From an optimization exercise on the open Yosys and OpenROAD flow, aimed at small area and a short achievable clock period; shortcuts taken in it are not production practice.
RTL that was checked went through simulation tests only; none was proved equivalent to the original.
Power is estimated from default activity; no workload was simulated.

==> run a: inputs <==
## mac_16bit
module mac_16bit(out_rounded,md,mr,clk,rst);
output reg [26:0] out_rounded;
input [15:0] md,mr;
input clk,rst;
reg [15:0] MD;
reg [7:0] ONE, TWO, NEG;         
reg [84:0] P;                  
reg [39:0] A;                    
reg [5:0] CB;                 
reg [8:0] k;       
reg clr;           
reg z1;            
reg r1, z2;        
wire zero = !rst | clr;
wire [16:0] mrx = {mr, 1'b0};
wire [7:0] one_n, two_n, neg_n;
genvar g;
generate for (g = 0; g < 8; g = g + 1) begin : enc
  assign one_n[g] = mrx[2*g+1] ^ mrx[2*g];
  assign two_n[g] = (mrx[2*g+2] & ~mrx[2*g+1] & ~mrx[2*g]) | (~mrx[2*g+2] & mrx[2*g+1] & mrx[2*g]);
  assign neg_n[g] = mrx[2*g+2] & ~(mrx[2*g+1] & mrx[2*g]);
end endgenerate
wire [16:0] pp0 = (({17{ONE[0]}} & {MD[15], MD}) | ({17{TWO[0]}} & {MD, 1'b0})) ^ {17{NEG[0]}};
wire ns0 = ~pp0[16];
wire [16:0] pp1 = (({17{ONE[1]}} & {MD[15], MD}) | ({17{TWO[1]}} & {MD, 1'b0})) ^ {17{NEG[1]}};
wire ns1 = ~pp1[16];
wire [16:0] pp2 = (({17{ONE[2]}} & {MD[15], MD}) | ({17{TWO[2]}} & {MD, 1'b0})) ^ {17{NEG[2]}};
wire ns2 = ~pp2[16];
wire [16:0] pp3 = (({17{ONE[3]}} & {MD[15], MD}) | ({17{TWO[3]}} & {MD, 1'b0})) ^ {17{NEG[3]}};
wire ns3 = ~pp3[16];
wire [16:0] pp4 = (({17{ONE[4]}} & {MD[15], MD}) | ({17{TWO[4]}} & {MD, 1'b0})) ^ {17{NEG[4]}};
wire ns4 = ~pp4[16];
wire [16:0] pp5 = (({17{ONE[5]}} & {MD[15], MD}) | ({17{TWO[5]}} & {MD, 1'b0})) ^ {17{NEG[5]}};
wire ns5 = ~pp5[16];
wire [16:0] pp6 = (({17{ONE[6]}} & {MD[15], MD}) | ({17{TWO[6]}} & {MD, 1'b0})) ^ {17{NEG[6]}};
wire ns6 = ~pp6[16];
wire [16:0] pp7 = (({17{ONE[7]}} & {MD[15], MD}) | ({17{TWO[7]}} & {MD, 1'b0})) ^ {17{NEG[7]}};
wire ns7 = ~pp7[16];
wire as1, ac2; assign {ac2, as1} = {1'b0, pp0[10]} + {1'b0, pp1[8]};
wire as3, ac4; assign {ac4, as3} = {1'b0, pp0[11]} + {1'b0, pp1[9]};
wire as5, ac6; assign {ac6, as5} = {1'b0, pp0[12]} + {1'b0, pp1[10]} + {1'b0, pp2[8]};
wire as7, ac8; assign {ac8, as7} = {1'b0, pp3[6]} + {1'b0, pp4[4]};
wire as9, ac10; assign {ac10, as9} = {1'b0, pp0[13]} + {1'b0, pp1[11]} + {1'b0, pp2[9]};
wire as11, ac12; assign {ac12, as11} = {1'b0, pp3[7]} + {1'b0, pp4[5]};
  ...
==> flow/config.mk <==
export PLATFORM = sky130hd
export DESIGN_NAME = mac_16bit
export DESIGN_NICKNAME = mac_16bit
export VERILOG_FILES = /design/flow/design.v
export SDC_FILE = /design/flow/constraint.sdc
export NUM_CORES = 4
export LEC_CHECK = 0
export CAP_MARGIN = 20
export CORE_MARGIN = 2
export CORE_UTILIZATION = 40
export SETUP_SLACK_MARGIN = 4.4
export SLEW_MARGIN = 20
==> flow/constraint.sdc <==
create_clock -name core_clock -period 6.9 [get_ports {clk}]
set_input_delay 1.3800 -clock core_clock [delete_from_list [all_inputs] [get_ports {clk}]]
set_output_delay 1.3800 -clock core_clock [all_outputs]
set_load 0.01 [all_outputs]
run.sh (not shown) runs the stock make flow with config.mk's settings and CLKGATE_MAP_FILE= SYNTH_SCRIPT=/design/flow/synth_recipe.tcl, a recipe that flattens the netlist after the stock synthesis.
==> run b (differences from run a) <==
--- a/flow/design.v
+++ b/flow/design.v
@@ -1,45 +1,54 @@
 module mac_16bit(out_rounded,md,mr,clk,rst);
 output reg [26:0] out_rounded;
 input [15:0] md,mr;
 input clk,rst;
 reg [15:0] MD;
 reg [7:0] ONE, TWO, NEG;         
+reg [7:0] NEGN;                 
 reg [84:0] P;                  
 reg [39:0] A;                    
 reg [5:0] CB;                 
 reg [8:0] k;       
 reg clr;           
 reg z1;            
 reg r1, z2;        
 wire zero = !rst | clr;
 wire [16:0] mrx = {mr, 1'b0};
 wire [7:0] one_n, two_n, neg_n;
 genvar g;
 generate for (g = 0; g < 8; g = g + 1) begin : enc
   assign one_n[g] = mrx[2*g+1] ^ mrx[2*g];
   assign two_n[g] = (mrx[2*g+2] & ~mrx[2*g+1] & ~mrx[2*g]) | (~mrx[2*g+2] & mrx[2*g+1] & mrx[2*g]);
   assign neg_n[g] = mrx[2*g+2] & ~(mrx[2*g+1] & mrx[2*g]);
 end endgenerate
-wire [16:0] pp0 = (({17{ONE[0]}} & {MD[15], MD}) | ({17{TWO[0]}} & {MD, 1'b0})) ^ {17{NEG[0]}};
+wire [16:0] sel0 = ({17{ONE[0]}} & {MD[15], MD}) | ({17{TWO[0]}} & {MD, 1'b0});
+wire [16:0] pp0 = {~(sel0[16:9] ^ {8{NEGN[0]}}), sel0[8:0] ^ {9{NEG[0]}}};
 wire ns0 = ~pp0[16];
-wire [16:0] pp1 = (({17{ONE[1]}} & {MD[15], MD}) | ({17{TWO[1]}} & {MD, 1'b0})) ^ {17{NEG[1]}};
+wire [16:0] sel1 = ({17{ONE[1]}} & {MD[15], MD}) | ({17{TWO[1]}} & {MD, 1'b0});
+wire [16:0] pp1 = {~(sel1[16:9] ^ {8{NEGN[1]}}), sel1[8:0] ^ {9{NEG[1]}}};
 wire ns1 = ~pp1[16];
-wire [16:0] pp2 = (({17{ONE[2]}} & {MD[15], MD}) | ({17{TWO[2]}} & {MD, 1'b0})) ^ {17{NEG[2]}};
+wire [16:0] sel2 = ({17{ONE[2]}} & {MD[15], MD}) | ({17{TWO[2]}} & {MD, 1'b0});
+wire [16:0] pp2 = {~(sel2[16:9] ^ {8{NEGN[2]}}), sel2[8:0] ^ {9{NEG[2]}}};
 wire ns2 = ~pp2[16];
-wire [16:0] pp3 = (({17{ONE[3]}} & {MD[15], MD}) | ({17{TWO[3]}} & {MD, 1'b0})) ^ {17{NEG[3]}};
+wire [16:0] sel3 = ({17{ONE[3]}} & {MD[15], MD}) | ({17{TWO[3]}} & {MD, 1'b0});
+wire [16:0] pp3 = {~(sel3[16:9] ^ {8{NEGN[3]}}), sel3[8:0] ^ {9{NEG[3]}}};
 wire ns3 = ~pp3[16];
-wire [16:0] pp4 = (({17{ONE[4]}} & {MD[15], MD}) | ({17{TWO[4]}} & {MD, 1'b0})) ^ {17{NEG[4]}};
+wire [16:0] sel4 = ({17{ONE[4]}} & {MD[15], MD}) | ({17{TWO[4]}} & {MD, 1'b0});
+wire [16:0] pp4 = {~(sel4[16:9] ^ {8{NEGN[4]}}), sel4[8:0] ^ {9{NEG[4]}}};
 wire ns4 = ~pp4[16];
-wire [16:0] pp5 = (({17{ONE[5]}} & {MD[15], MD}) | ({17{TWO[5]}} & {MD, 1'b0})) ^ {17{NEG[5]}};
+wire [16:0] sel5 = ({17{ONE[5]}} & {MD[15], MD}) | ({17{TWO[5]}} & {MD, 1'b0});
+wire [16:0] pp5 = {~(sel5[16:9] ^ {8{NEGN[5]}}), sel5[8:0] ^ {9{NEG[5]}}};
 wire ns5 = ~pp5[16];
-wire [16:0] pp6 = (({17{ONE[6]}} & {MD[15], MD}) | ({17{TWO[6]}} & {MD, 1'b0})) ^ {17{NEG[6]}};
+wire [16:0] sel6 = ({17{ONE[6]}} & {MD[15], MD}) | ({17{TWO[6]}} & {MD, 1'b0});
+wire [16:0] pp6 = {~(sel6[16:9] ^ {8{NEGN[6]}}), sel6[8:0] ^ {9{NEG[6]}}};
 wire ns6 = ~pp6[16];
-wire [16:0] pp7 = (({17{ONE[7]}} & {MD[15], MD}) | ({17{TWO[7]}} & {MD, 1'b0})) ^ {17{NEG[7]}};
+wire [16:0] sel7 = ({17{ONE[7]}} & {MD[15], MD}) | ({17{TWO[7]}} & {MD, 1'b0});
+wire [16:0] pp7 = {~(sel7[16:9] ^ {8{NEGN[7]}}), sel7[8:0] ^ {9{NEG[7]}}};
 wire ns7 = ~pp7[16];
 wire as1, ac2; assign {ac2, as1} = {1'b0, pp0[10]} + {1'b0, pp1[8]};
 wire as3, ac4; assign {ac4, as3} = {1'b0, pp0[11]} + {1'b0, pp1[9]};
 wire as5, ac6; assign {ac6, as5} = {1'b0, pp0[12]} + {1'b0, pp1[10]} + {1'b0, pp2[8]};
 wire as7, ac8; assign {ac8, as7} = {1'b0, pp3[6]} + {1'b0, pp4[4]};
 wire as9, ac10; assign {ac10, as9} = {1'b0, pp0[13]} + {1'b0, pp1[11]} + {1'b0, pp2[9]};
 wire as11, ac12; assign {ac12, as11} = {1'b0, pp3[7]} + {1'b0, pp4[5]};
 wire as13, ac14; assign {ac14, as13} = {1'b0, pp0[14]} + {1'b0, pp1[12]} + {1'b0, pp2[10]};
@@ -730,16 +739,17 @@
 wire rs860 = rp687 ^ rc859;
 wire rco861 = rG806 | (rP807 & up);
 wire [26:0] rnd = {rs860, rs858, rs856, rs854, rs852, rs850, rs848, rs846, rs844, rs842, rs840, rs838, rs836, rs834, rs832, rs830, rs828, rs826, rs824, rs822, rs820, rs818, rs816, rs814, rs812, rs810, rs808};
 always @(posedge clk) begin
   MD <= md;
   ONE <= one_n;
   TWO <= two_n;
   NEG <= neg_n;
+  NEGN <= ~neg_n;
   P <= pnext;
   z1 <= zero;
   r1 <= !rst;
   z2 <= r1;
   if (z1 | z2) A <= 40'd0;
   else A <= sum;
   if (z1 | z2) CB <= 6'd0;
   else CB <= cbnext;
==> flow/flow/run.sh (new file) <==
#!/bin/bash
# The standard layout (the standard.sh), except that the port buffers are
# sky130_fd_sc_hd__buf_2 cells instead of the default delay buffers.
set -euo pipefail
export BUFFER_PORTS_ARGS="-buffer_cell sky130_fd_sc_hd__buf_2"
bash standard.sh > standard.log 2>&1
==> flow/standard.sh (new file) <==
#!/bin/bash
# synth_recipe.tcl (not shown) runs the flow's synth.tcl, then flattens the netlist and writes it again
# the make line also repeats each setting of config.mk as NAME=value (left out here)
make -C /OpenROAD-flow-scripts/flow DESIGN_CONFIG=/design/flow/config.mk WORK_HOME=/design/flow/orfs CLKGATE_MAP_FILE= SYNTH_SCRIPT=/design/flow/synth_recipe.tcl "${@:-finish}"
CORE_UTILIZATION = 60   (was 40)
CTS_CLUSTER_DIAMETER = 100   (was default)
CTS_CLUSTER_SIZE = 20   (was default)
SETUP_SLACK_MARGIN = 4.25   (was 4.4)
removed: flow/run.sh
==> run c (differences from run a) <==
==> flow/flow/run.sh (new file) <==
#!/bin/bash
# The standard layout (the standard.sh), except that the port buffers are
# sky130_fd_sc_hd__buf_2 cells instead of the default delay buffers.
set -euo pipefail
export BUFFER_PORTS_ARGS="-buffer_cell sky130_fd_sc_hd__buf_2"
bash standard.sh > standard.log 2>&1
==> flow/standard.sh (new file) <==
#!/bin/bash
# synth_recipe.tcl (not shown) runs the flow's synth.tcl, then flattens the netlist and writes it again
# the make line also repeats each setting of config.mk as NAME=value (left out here)
make -C /OpenROAD-flow-scripts/flow DESIGN_CONFIG=/design/flow/config.mk WORK_HOME=/design/flow/orfs CLKGATE_MAP_FILE= SYNTH_SCRIPT=/design/flow/synth_recipe.tcl "${@:-finish}"
CORE_UTILIZATION = 60   (was 40)
CTS_CLUSTER_DIAMETER = 100   (was default)
CTS_CLUSTER_SIZE = 25   (was default)
SETUP_SLACK_MARGIN = 4.2   (was 4.4)
removed: flow/run.sh
==> run d (differences from run a) <==
==> flow/flow/run.sh (new file) <==
#!/bin/bash
# The standard layout (the standard.sh), except that the port buffers are
# sky130_fd_sc_hd__buf_2 cells instead of the default delay buffers.
set -euo pipefail
export BUFFER_PORTS_ARGS="-buffer_cell sky130_fd_sc_hd__buf_2"
bash standard.sh > standard.log 2>&1
==> flow/standard.sh (new file) <==
#!/bin/bash
# synth_recipe.tcl (not shown) runs the flow's synth.tcl, then flattens the netlist and writes it again
# the make line also repeats each setting of config.mk as NAME=value (left out here)
make -C /OpenROAD-flow-scripts/flow DESIGN_CONFIG=/design/flow/config.mk WORK_HOME=/design/flow/orfs CLKGATE_MAP_FILE= SYNTH_SCRIPT=/design/flow/synth_recipe.tcl "${@:-finish}"
CAP_MARGIN = 10   (was 20)
CORE_UTILIZATION = 60   (was 40)
SETUP_SLACK_MARGIN = 4.15   (was 4.4)
SLEW_MARGIN = 10   (was 20)
removed: flow/run.sh
==> notes.md <==
item                                                             run d           run a           run c           run b
Post-Syn Nets                                                     1446            1446            1446            1516
Post-DP HPWL                                             18270 microns   18970 microns   18190 microns   20890 microns
Post-layout worst setup margin                                4.247 ns        4.286 ns        4.257 ns        4.066 ns
Reg2reg start                                                    P[32]           P[68]           MD[8]           P[15]
Result of the run                     no timing/DRC/antenna violations  no timing/DRC/antenna violations  no timing/DRC/antenna violations  no timing/DRC/antenna violations
Internal power                                                4.002 mW        4.486 mW        3.579 mW        3.821 mW
Metal2 WL                                                10800 microns   12660 microns   10980 microns   12010 microns
Clk slew on worst S/H paths                                    0.06 ns         0.06 ns         0.10 ns         0.08 ns
Number of non-filler instances in the completed layout            1511            1720            1493            1572
Peak Freq                                                    376.9 MHz       382.5 MHz       378.4 MHz       352.9 MHz
Footprint of the multi-input gates                      0.007775 sq mm  0.008144 sq mm  0.007831 sq mm  0.008158 sq mm
First-pass GRT wire length                               41120 microns   44130 microns   40410 microns   46110 microns
Final core utilization                                          0.6722          0.4993          0.6559          0.6630
Cell count after placement                                        1466            1595            1467            1538
Only the layout flow was run in run b; the RTL was not checked for function there.

========
==> sierra: inputs <==
Another version of the RTL of mac_16bit (not shown whole).
clock: 6.9 ns
lec_check: 0
cap_margin: 20
core_margin: 2
core_utilization: 60
cts_cluster_diameter: 100
cts_cluster_size: 20
setup_slack_margin: 4.15
slew_margin: 20
synth_hierarchical: 1
synth_minimum_keep_size: 0
standard.sh (not shown) runs the stock make flow with config.mk's settings and CLKGATE_MAP_FILE= SYNTH_SCRIPT=/design/flow/synth_recipe.tcl, a recipe that flattens the netlist after the stock synthesis.
==> flow/flow/run.sh <==
#!/bin/bash
# The standard layout (the standard.sh), except that the port buffers are
# sky130_fd_sc_hd__buf_1 cells instead of the default delay buffers.
set -euo pipefail
export BUFFER_PORTS_ARGS="-buffer_cell sky130_fd_sc_hd__buf_1"
bash standard.sh > standard.log 2>&1
==> harbor: changes against sierra <==
==> flow/flow/run.sh (replaced) <==
#!/bin/bash
# The standard layout (the standard.sh), except that the port buffers are
# sky130_fd_sc_hd__buf_2 cells instead of the default delay buffers.
set -euo pipefail
export BUFFER_PORTS_ARGS="-buffer_cell sky130_fd_sc_hd__buf_2"
bash standard.sh > standard.log 2>&1
--- a/flow/config.mk
+++ b/flow/config.mk
@@ -9,8 +9,8 @@
 export CORE_MARGIN = 2
 export CORE_UTILIZATION = 60
 export CTS_CLUSTER_DIAMETER = 100
-export CTS_CLUSTER_SIZE = 20
-export SETUP_SLACK_MARGIN = 4.15
+export CTS_CLUSTER_SIZE = 25
+export SETUP_SLACK_MARGIN = 4.2
 export SLEW_MARGIN = 20
 export SYNTH_HIERARCHICAL = 1
 export SYNTH_MINIMUM_KEEP_SIZE = 0
==> garnet: changes against sierra <==
==> flow/flow/run.sh (replaced) <==
#!/bin/bash
# The standard layout (the standard.sh), except that the port buffers are
# sky130_fd_sc_hd__buf_2 cells instead of the default delay buffers.
set -euo pipefail
export BUFFER_PORTS_ARGS="-buffer_cell sky130_fd_sc_hd__buf_2"
bash standard.sh > standard.log 2>&1
--- a/flow/config.mk
+++ b/flow/config.mk
@@ -10,7 +10,7 @@
 export CORE_UTILIZATION = 60
 export CTS_CLUSTER_DIAMETER = 100
 export CTS_CLUSTER_SIZE = 20
-export SETUP_SLACK_MARGIN = 4.15
+export SETUP_SLACK_MARGIN = 4.05
 export SLEW_MARGIN = 20
 export SYNTH_HIERARCHICAL = 1
 export SYNTH_MINIMUM_KEEP_SIZE = 0
==> yarrow: changes against sierra <==
==> flow/flow/run.sh (replaced) <==
#!/bin/bash
# The standard layout (the standard.sh), except that the port buffers are
# sky130_fd_sc_hd__buf_2 cells instead of the default delay buffers.
set -euo pipefail
export BUFFER_PORTS_ARGS="-buffer_cell sky130_fd_sc_hd__buf_2"
bash standard.sh > standard.log 2>&1
--- a/flow/config.mk
+++ b/flow/config.mk
@@ -10,7 +10,7 @@
 export CORE_UTILIZATION = 60
 export CTS_CLUSTER_DIAMETER = 100
 export CTS_CLUSTER_SIZE = 20
-export SETUP_SLACK_MARGIN = 4.15
+export SETUP_SLACK_MARGIN = 4.2
 export SLEW_MARGIN = 20
 export SYNTH_HIERARCHICAL = 1
 export SYNTH_MINIMUM_KEEP_SIZE = 0
==> out/results.tsv <==
stage	metric	value	unit
critical_path	r2r_slack	4210	ps
drt	vias	7601	
run_status	outcome	no timing/DRC/antenna violations	
power_and_ir_drop	combPwrFrac	58.6	%
drt	wirelength	24200	microns
power_and_ir_drop	powerDensity	462	nW/um^2
That was harbor.
==> out/results.tsv <==
stage	metric	value	unit
drt	wirelength	24800	microns
finish	sh_seq_area	32.0	%
grt	met3_usage	4.18	%
power_and_ir_drop	power.internal	3.55	mW
run_status	outcome	no timing/DRC/antenna violations	
critical_path	r2r_slack	4140	ps
logic_synthesis	yosys.area_share.simple	8.00	%
power_and_ir_drop	powerDensity	450	nW/um^2
drt	vias	7695	
power_and_ir_drop	combPwrFrac	56.0	%
That was garnet.
==> out/results.tsv <==
stage	metric	value	unit
drt	vias	7758	
run_status	outcome	no timing/DRC/antenna violations	
drt	wirelength	24600	microns
power_and_ir_drop	powerDensity	458	nW/um^2
power_and_ir_drop	combPwrFrac	56.6	%
critical_path	r2r_slack	4100	ps
That was sierra.
==> out/results.tsv <==
stage	metric	value	unit
run_status	outcome	no timing/DRC/antenna violations	
drt	wirelength	24300	microns
critical_path	r2r_slack	4210	ps
power_and_ir_drop	combPwrFrac	57.9	%
drt	vias	7613	
run	drv_cap	0	
logic_synthesis	synth-seq-cells	205	
cts	clock_path_buffers	3	
power_and_ir_drop	powerDensity	464	nW/um^2
That was yarrow.

## afterwards: timing with drivers on the ports
The flow's constraints put no driver on any port. The routed layouts listed below were extracted and timed again, unchanged, in two steps.
Step 1: set_driving_cell puts a clkbuf_16 on clk and a buf_2 on each other input, an assumption about the parent block.
Step 2 adds t to the input delays and takes it off the output delays; t is the mean of the earliest and latest rising clock arrival at the registers after step 1. Input paths then give back, and output paths get back, about the clock's delay inside the block.
a / b / c = ideal ports / drivers / drivers and shift; a / b = the first two.
| run | shift t [ns] | setup slack, ns | pins driven straight from the clock port |
|---|---|---|---|
| run a | 0.560 | 4.286 / 4.286 / 4.192 | 1 |
| run b | 0.522 | 4.066 / 4.066 / 4.008 | 1 |
| run c | 0.517 | 4.257 / 4.257 / 3.837 | 1 |
| run d | 0.559 | 4.247 / 4.247 / 3.849 | 1 |
| sierra | 0.514 | 4.101 / 4.101 / 4.101 | 1 |
| harbor | 0.511 | 4.209 / 4.209 / 4.209 | 1 |
| garnet | 0.516 | 4.145 / 4.145 / 4.145 | 1 |
| yarrow | 0.514 | 4.210 / 4.210 / 4.210 | 1 |
After both steps every run listed still meets setup and hold. For run c, which loses most, drivers alone change the setup slack by 0.000 ns; drivers and shift together by -0.420 ns.
